This is an optimization exercise on Yosys and OpenROAD, whose aim is small area, a short achievable clock period and few clock cycles per item, not a production implementation. In this exercise RTL edits were held to simulation tests only and were not proved equivalent to the original.

== pepper ==
==> flow/design.v <==
module kXor2 (input wire a, input wire b, output wire y);
	assign y = a ^ b;
endmodule
module kXnor2 (input wire a, input wire b, output wire y);
	assign y = ~(a ^ b);
endmodule
module kOrN (input wire a, input wire b, output wire y);
	assign y = a | ~b;
endmodule
module kChi (input wire a, input wire b, input wire c, output wire y);
	wire t;
	kOrN u1 (.a(b), .b(c), .y(t));
	kXnor2 u2 (.a(a), .b(t), .y(y));
endmodule
module keccakP (
	input  wire [1599:0] inData,
	input  wire [63:0]   inRc,
	output wire [1599:0] outData
);
function integer rhoOff(input integer i);
	case (i)
		0: rhoOff = 0;   1: rhoOff = 1;   2: rhoOff = 62;  3: rhoOff = 28;  4: rhoOff = 27;
		5: rhoOff = 36;  6: rhoOff = 44;  7: rhoOff = 6;   8: rhoOff = 55;  9: rhoOff = 20;
		10: rhoOff = 3;  11: rhoOff = 10; 12: rhoOff = 43; 13: rhoOff = 25; 14: rhoOff = 39;
		15: rhoOff = 41; 16: rhoOff = 45; 17: rhoOff = 15; 18: rhoOff = 21; 19: rhoOff = 8;
		20: rhoOff = 18; 21: rhoOff = 2;  22: rhoOff = 61; 23: rhoOff = 56; default: rhoOff = 14;
	endcase
endfunction
function isRcBit(input integer z);
	isRcBit = (z == 0) || (z == 1) || (z == 3) || (z == 7) || (z == 15) || (z == 31) || (z == 63);
endfunction
wire [63:0] c [0:4];
wire [63:0] d [0:4];
wire [63:0] b [0:24];
genvar x, y, z;
generate
	for (x = 0; x < 5; x = x + 1) begin : gc
		for (z = 0; z < 64; z = z + 1) begin : gz
			wire t1, t2, t3;
			if (x < 4) begin : gr
				kXor2 u1 (.a(inData[64*(x+10)+z]), .b(inData[64*(x+15)+z]), .y(t1));
				kXor2 u2 (.a(t1), .b(inData[64*(x+20)+z]), .y(t2));
				kXor2 u3 (.a(inData[64*x+z]), .b(inData[64*(x+5)+z]), .y(t3));
				kXor2 u4 (.a(t2), .b(t3), .y(c[x][z]));
			end else begin : gl
				kXor2 u1 (.a(inData[64*(x+5)+z]), .b(inData[64*(x+10)+z]), .y(t1));
				kXor2 u2 (.a(inData[64*(x+15)+z]), .b(inData[64*(x+20)+z]), .y(t2));
				kXor2 u3 (.a(t1), .b(t2), .y(t3));
				kXor2 u4 (.a(t3), .b(inData[64*x+z]), .y(c[x][z]));
			end
		end
	end
	for (x = 0; x < 5; x = x + 1) begin : gd
		for (z = 0; z < 64; z = z + 1) begin : gz
			kXor2 u (.a(c[(x+4)%5][z]), .b(c[(x+1)%5][(z+63)%64]), .y(d[x][z]));
		end
	end
	for (y = 0; y < 5; y = y + 1) begin : gby
		for (x = 0; x < 5; x = x + 1) begin : gbx
			for (z = 0; z < 64; z = z + 1) begin : gz
				kXor2 u (.a(inData[64*(x+5*y)+z]), .b(d[x][z]),
				         .y(b[y+5*((2*x+3*y)%5)][(z+rhoOff(x+5*y))%64]));
			end
		end
	end
	for (y = 0; y < 5; y = y + 1) begin : gcy
		for (x = 0; x < 5; x = x + 1) begin : gcx
			for (z = 0; z < 64; z = z + 1) begin : gz
				if (x == 0 && y == 0 && isRcBit(z)) begin : gi
					wire a;
					kXor2 ui (.a(b[0][z]), .b(inRc[z]), .y(a));
					kChi u (.a(a), .b(b[1][z]), .c(b[2][z]), .y(outData[z]));
				end else begin : gn
					kChi u (.a(b[x+5*y][z]), .b(b[(x+1)%5+5*y][z]), .c(b[(x+2)%5+5*y][z]),
					        .y(outData[64*(x+5*y)+z]));
				end
			end
		end
	end
endgenerate
endmodule
module Sha3512(
	input  wire         inClk,
	input  wire         inInit,
	input  wire         inDataWr,
	input  wire [575:0] inData,
	output wire [575:0] outData,
	output wire         outBusy
);
reg  [1599:0] regState;
reg           regBusy;
reg  [4:0]    regRound;
reg  [63:0]   rc;
wire [1599:0] roundOut;
always @(*) begin
	case (regRound)
		5'd0:  rc = 64'h0000000000000001;  5'd1:  rc = 64'h0000000000008082;
		5'd2:  rc = 64'h800000000000808A;  5'd3:  rc = 64'h8000000080008000;
		5'd4:  rc = 64'h000000000000808B;  5'd5:  rc = 64'h0000000080000001;
		5'd6:  rc = 64'h8000000080008081;  5'd7:  rc = 64'h8000000000008009;
		5'd8:  rc = 64'h000000000000008A;  5'd9:  rc = 64'h0000000000000088;
		5'd10: rc = 64'h0000000080008009;  5'd11: rc = 64'h000000008000000A;
		5'd12: rc = 64'h000000008000808B;  5'd13: rc = 64'h800000000000008B;
		5'd14: rc = 64'h8000000000008089;  5'd15: rc = 64'h8000000000008003;
		5'd16: rc = 64'h8000000000008002;  5'd17: rc = 64'h8000000000000080;
		5'd18: rc = 64'h000000000000800A;  5'd19: rc = 64'h800000008000000A;
		5'd20: rc = 64'h8000000080008081;  5'd21: rc = 64'h8000000000008080;
		5'd22: rc = 64'h0000000080000001;  default: rc = 64'h8000000080008008;
	endcase
end
wire selRound  = ~inInit & regBusy;
wire selHold   = ~inInit & ~regBusy;
wire selAbsorb = ~inInit & ~regBusy & inDataWr;
wire [1599:0] nextState;
genvar i;
generate
	for (i = 0; i < 576; i = i + 1) begin : gabs
		kNextAbs u (.r(roundOut[i]), .s(regState[i]), .d(inData[i]), .selR(selRound),
		            .selS(selHold), .selD(selAbsorb), .y(nextState[i]));
	end
	for (i = 576; i < 1600; i = i + 1) begin : gnext
		kNext u (.r(roundOut[i]), .s(regState[i]), .selR(selRound), .selS(selHold), .y(nextState[i]));
	end
endgenerate
keccakP keccakp (.inData(regState), .inRc(rc), .outData(roundOut));
always @(posedge inClk) begin
	regState <= nextState;
	if (inInit) begin
		regBusy  <= 1'b0;
		regRound <= 5'd0;
	end else if (regBusy) begin
		regBusy  <= (regRound != 5'd23);
		regRound <= (regRound == 5'd23) ? 5'd0 : regRound + 5'd1;
	end else if (inDataWr) begin
		regBusy  <= 1'b1;
	end
end
assign outData = {64'b0, regState[511:0]};
assign outBusy = regBusy;
endmodule
module kNextAbs (input wire r, input wire s, input wire d, input wire selR, input wire selS,
                 input wire selD, output wire y);
	assign y = (r & selR) | ((s & selS) ^ (d & selD));
endmodule
module kNext (input wire r, input wire s, input wire selR, input wire selS, output wire y);
	assign y = (r & selR) | (s & selS);
endmodule
export LEC_CHECK = 0
export CAP_MARGIN = 15
export CORE_MARGIN = 2
export CORE_UTILIZATION = 50
export PLACE_DENSITY = 0.65
export SLEW_MARGIN = 15
export SYNTH_HIERARCHICAL = 1
export SYNTH_MINIMUM_KEEP_SIZE = 0
create_clock -name core_clock -period 5.0 [get_ports {inClk}]
run.sh (not shown) runs the stock make flow with config.mk's settings and CLKGATE_MAP_FILE= SYNTH_SCRIPT=/design/flow/synth_recipe.tcl, a recipe that flattens the netlist after the stock synthesis.
What the final checks of pepper revealed, after a flow that finished every stage, was a layout that fails on capacitance limit, slew limit.
Testbench counts of pepper, summed over its fixed seeds: cycles 12,417, blocks 489.
Changes in amber relative to pepper:
--- a/flow/config.mk
+++ b/flow/config.mk
@@ -8 +8 @@
-export CAP_MARGIN = 15
+export CAP_MARGIN = 30
@@ -12 +12,2 @@
-export SLEW_MARGIN = 15
+export SETUP_SLACK_MARGIN = 2.0
+export SLEW_MARGIN = 30
--- outcome ---
The final layout from amber, which completed every stage, passed the timing, DRC and antenna checks at the end of the flow. Summary of amber over pepper: signal arrival time at the worst endpoint went down; wire length on met3 went up; final area went up. Re final critical-path setup slack: amber is 1.04 ns up on pepper. For the cell count, amber came in 3.1% higher than pepper did. amber -> pepper: worst hold slack after final layout flat. Compared amber vs pepper, and number of buffers inserted during clock tree synthesis is up in amber. Summary: with pepper as the reference, aggregate routed wire length in amber moved up by a few percent.

* * *

v42:
Sha3512, a different RTL version from the one above (not shown whole).
For scale: roughly 11000 cells after synthesis, roughly 1200 I/O pins, ~0.11 mm² of cells after synthesis.
Settings: LEC_CHECK=0, CAP_MARGIN=30, CORE_MARGIN=2, CORE_UTILIZATION=50, PLACE_DENSITY=0.65, SETUP_SLACK_MARGIN=2.0, SLEW_MARGIN=30, SYNTH_HIERARCHICAL=1, SYNTH_MINIMUM_KEEP_SIZE=0; clock period 5.0 ns.
standard.sh (not shown) runs the stock make flow with config.mk's settings and CLKGATE_MAP_FILE= SYNTH_SCRIPT=/design/flow/synth_recipe.tcl, a recipe that flattens the netlist after the stock synthesis.
==> flow/flow/run.sh <==
#!/bin/bash
# Standard ORFS layout, except that the port buffers are buf_2 cells rather
# than the delay buffers buffer_ports picks by default.
set -euo pipefail
export BUFFER_PORTS_ARGS="-buffer_cell sky130_fd_sc_hd__buf_2"
bash standard.sh > flow_make.log 2>&1
Testbench counts of v42, summed over its fixed seeds: cycles 12,417, blocks 489.
### v42 -> v39
--- a/flow/config.mk
+++ b/flow/config.mk
@@ -11,3 +11,3 @@
 export PLACE_DENSITY = 0.65
-export SETUP_SLACK_MARGIN = 2.0
+export SETUP_SLACK_MARGIN = 1.8
 export SLEW_MARGIN = 30
Findings:
The post-CTS resize count in v39 is 0.51 times that in v42. Global-route met2 utilization sits lower in v39 than in v42. v42 reports its timing startpoint of the critical path as regState[1238] while v39 reports regState[1042]. Diff v42 -> v39: non-clock buffer total of the final layout now smaller, path length in cells of the critical path now smaller. v39: full flow OK, the timing, DRC and antenna checks passed. Delta (v39 minus v42): number of buffers created by CTS neither gained nor lost much; worst path setup slack after routing lost 0.29 ns. Compared to v42, v39 has antenna cell count 6 higher.
#### Input delta (v59 over v39)
--- a/flow/config.mk
+++ b/flow/config.mk
@@ -10,4 +10,5 @@
 export CORE_UTILIZATION = 50
+export CTS_BUF_LIST = sky130_fd_sc_hd__clkbuf_8
 export PLACE_DENSITY = 0.65
-export SETUP_SLACK_MARGIN = 1.8
+export SETUP_SLACK_MARGIN = 2.0
 export SLEW_MARGIN = 30
Results
v59 has final critical-path share of the clock period below what v39 had. Via count of the first global-routing pass up 2571 in v59 wrt v39. Compared with v39, v59 has extra setup slack. Changes observed in v59 relative to v39: core utilization higher; final critical path time including I/O delays and setup lower.

-- separate check: timing with driven ports --
How much do the figures lean on ideal ports? The routed layouts below were timed once more, with nothing changed but the port constraints.
Step 1, drivers: a clkbuf_16 drives inClk and a buf_2 each remaining input, both assumed.
Step 2, shift: input delay + t, output delay - t, t = (earliest + latest rising clock arrival at the registers) / 2. This alone moves slack from input paths to output paths.
Slacks: ideal ports / drivers / drivers and shift; pairs: ideal ports / drivers.
run	shift t [ns]	slack for setup (ns)	hold slack, ns	latest minus earliest clock arrival (ns)
pepper	0.992	0.596 / 0.596 / 0.518	0.536 / 0.536 / 0.536	0.041 / 0.041
amber	1.004	1.633 / 1.633 / 1.325	0.537 / 0.537 / 0.537	0.046 / 0.046
v42	0.996	1.545 / 1.545 / 1.545	0.495 / 0.404 / 0.541	0.040 / 0.041
v39	1.022	1.254 / 1.254 / 1.254	0.468 / 0.378 / 0.542	0.042 / 0.042
v59	1.225	1.709 / 1.709 / 1.675	0.255 / 0.164 / 0.540	0.064 / 0.064
For amber, which loses most, drivers alone change the setup slack by 0.000 ns; drivers and shift together by -0.308 ns.
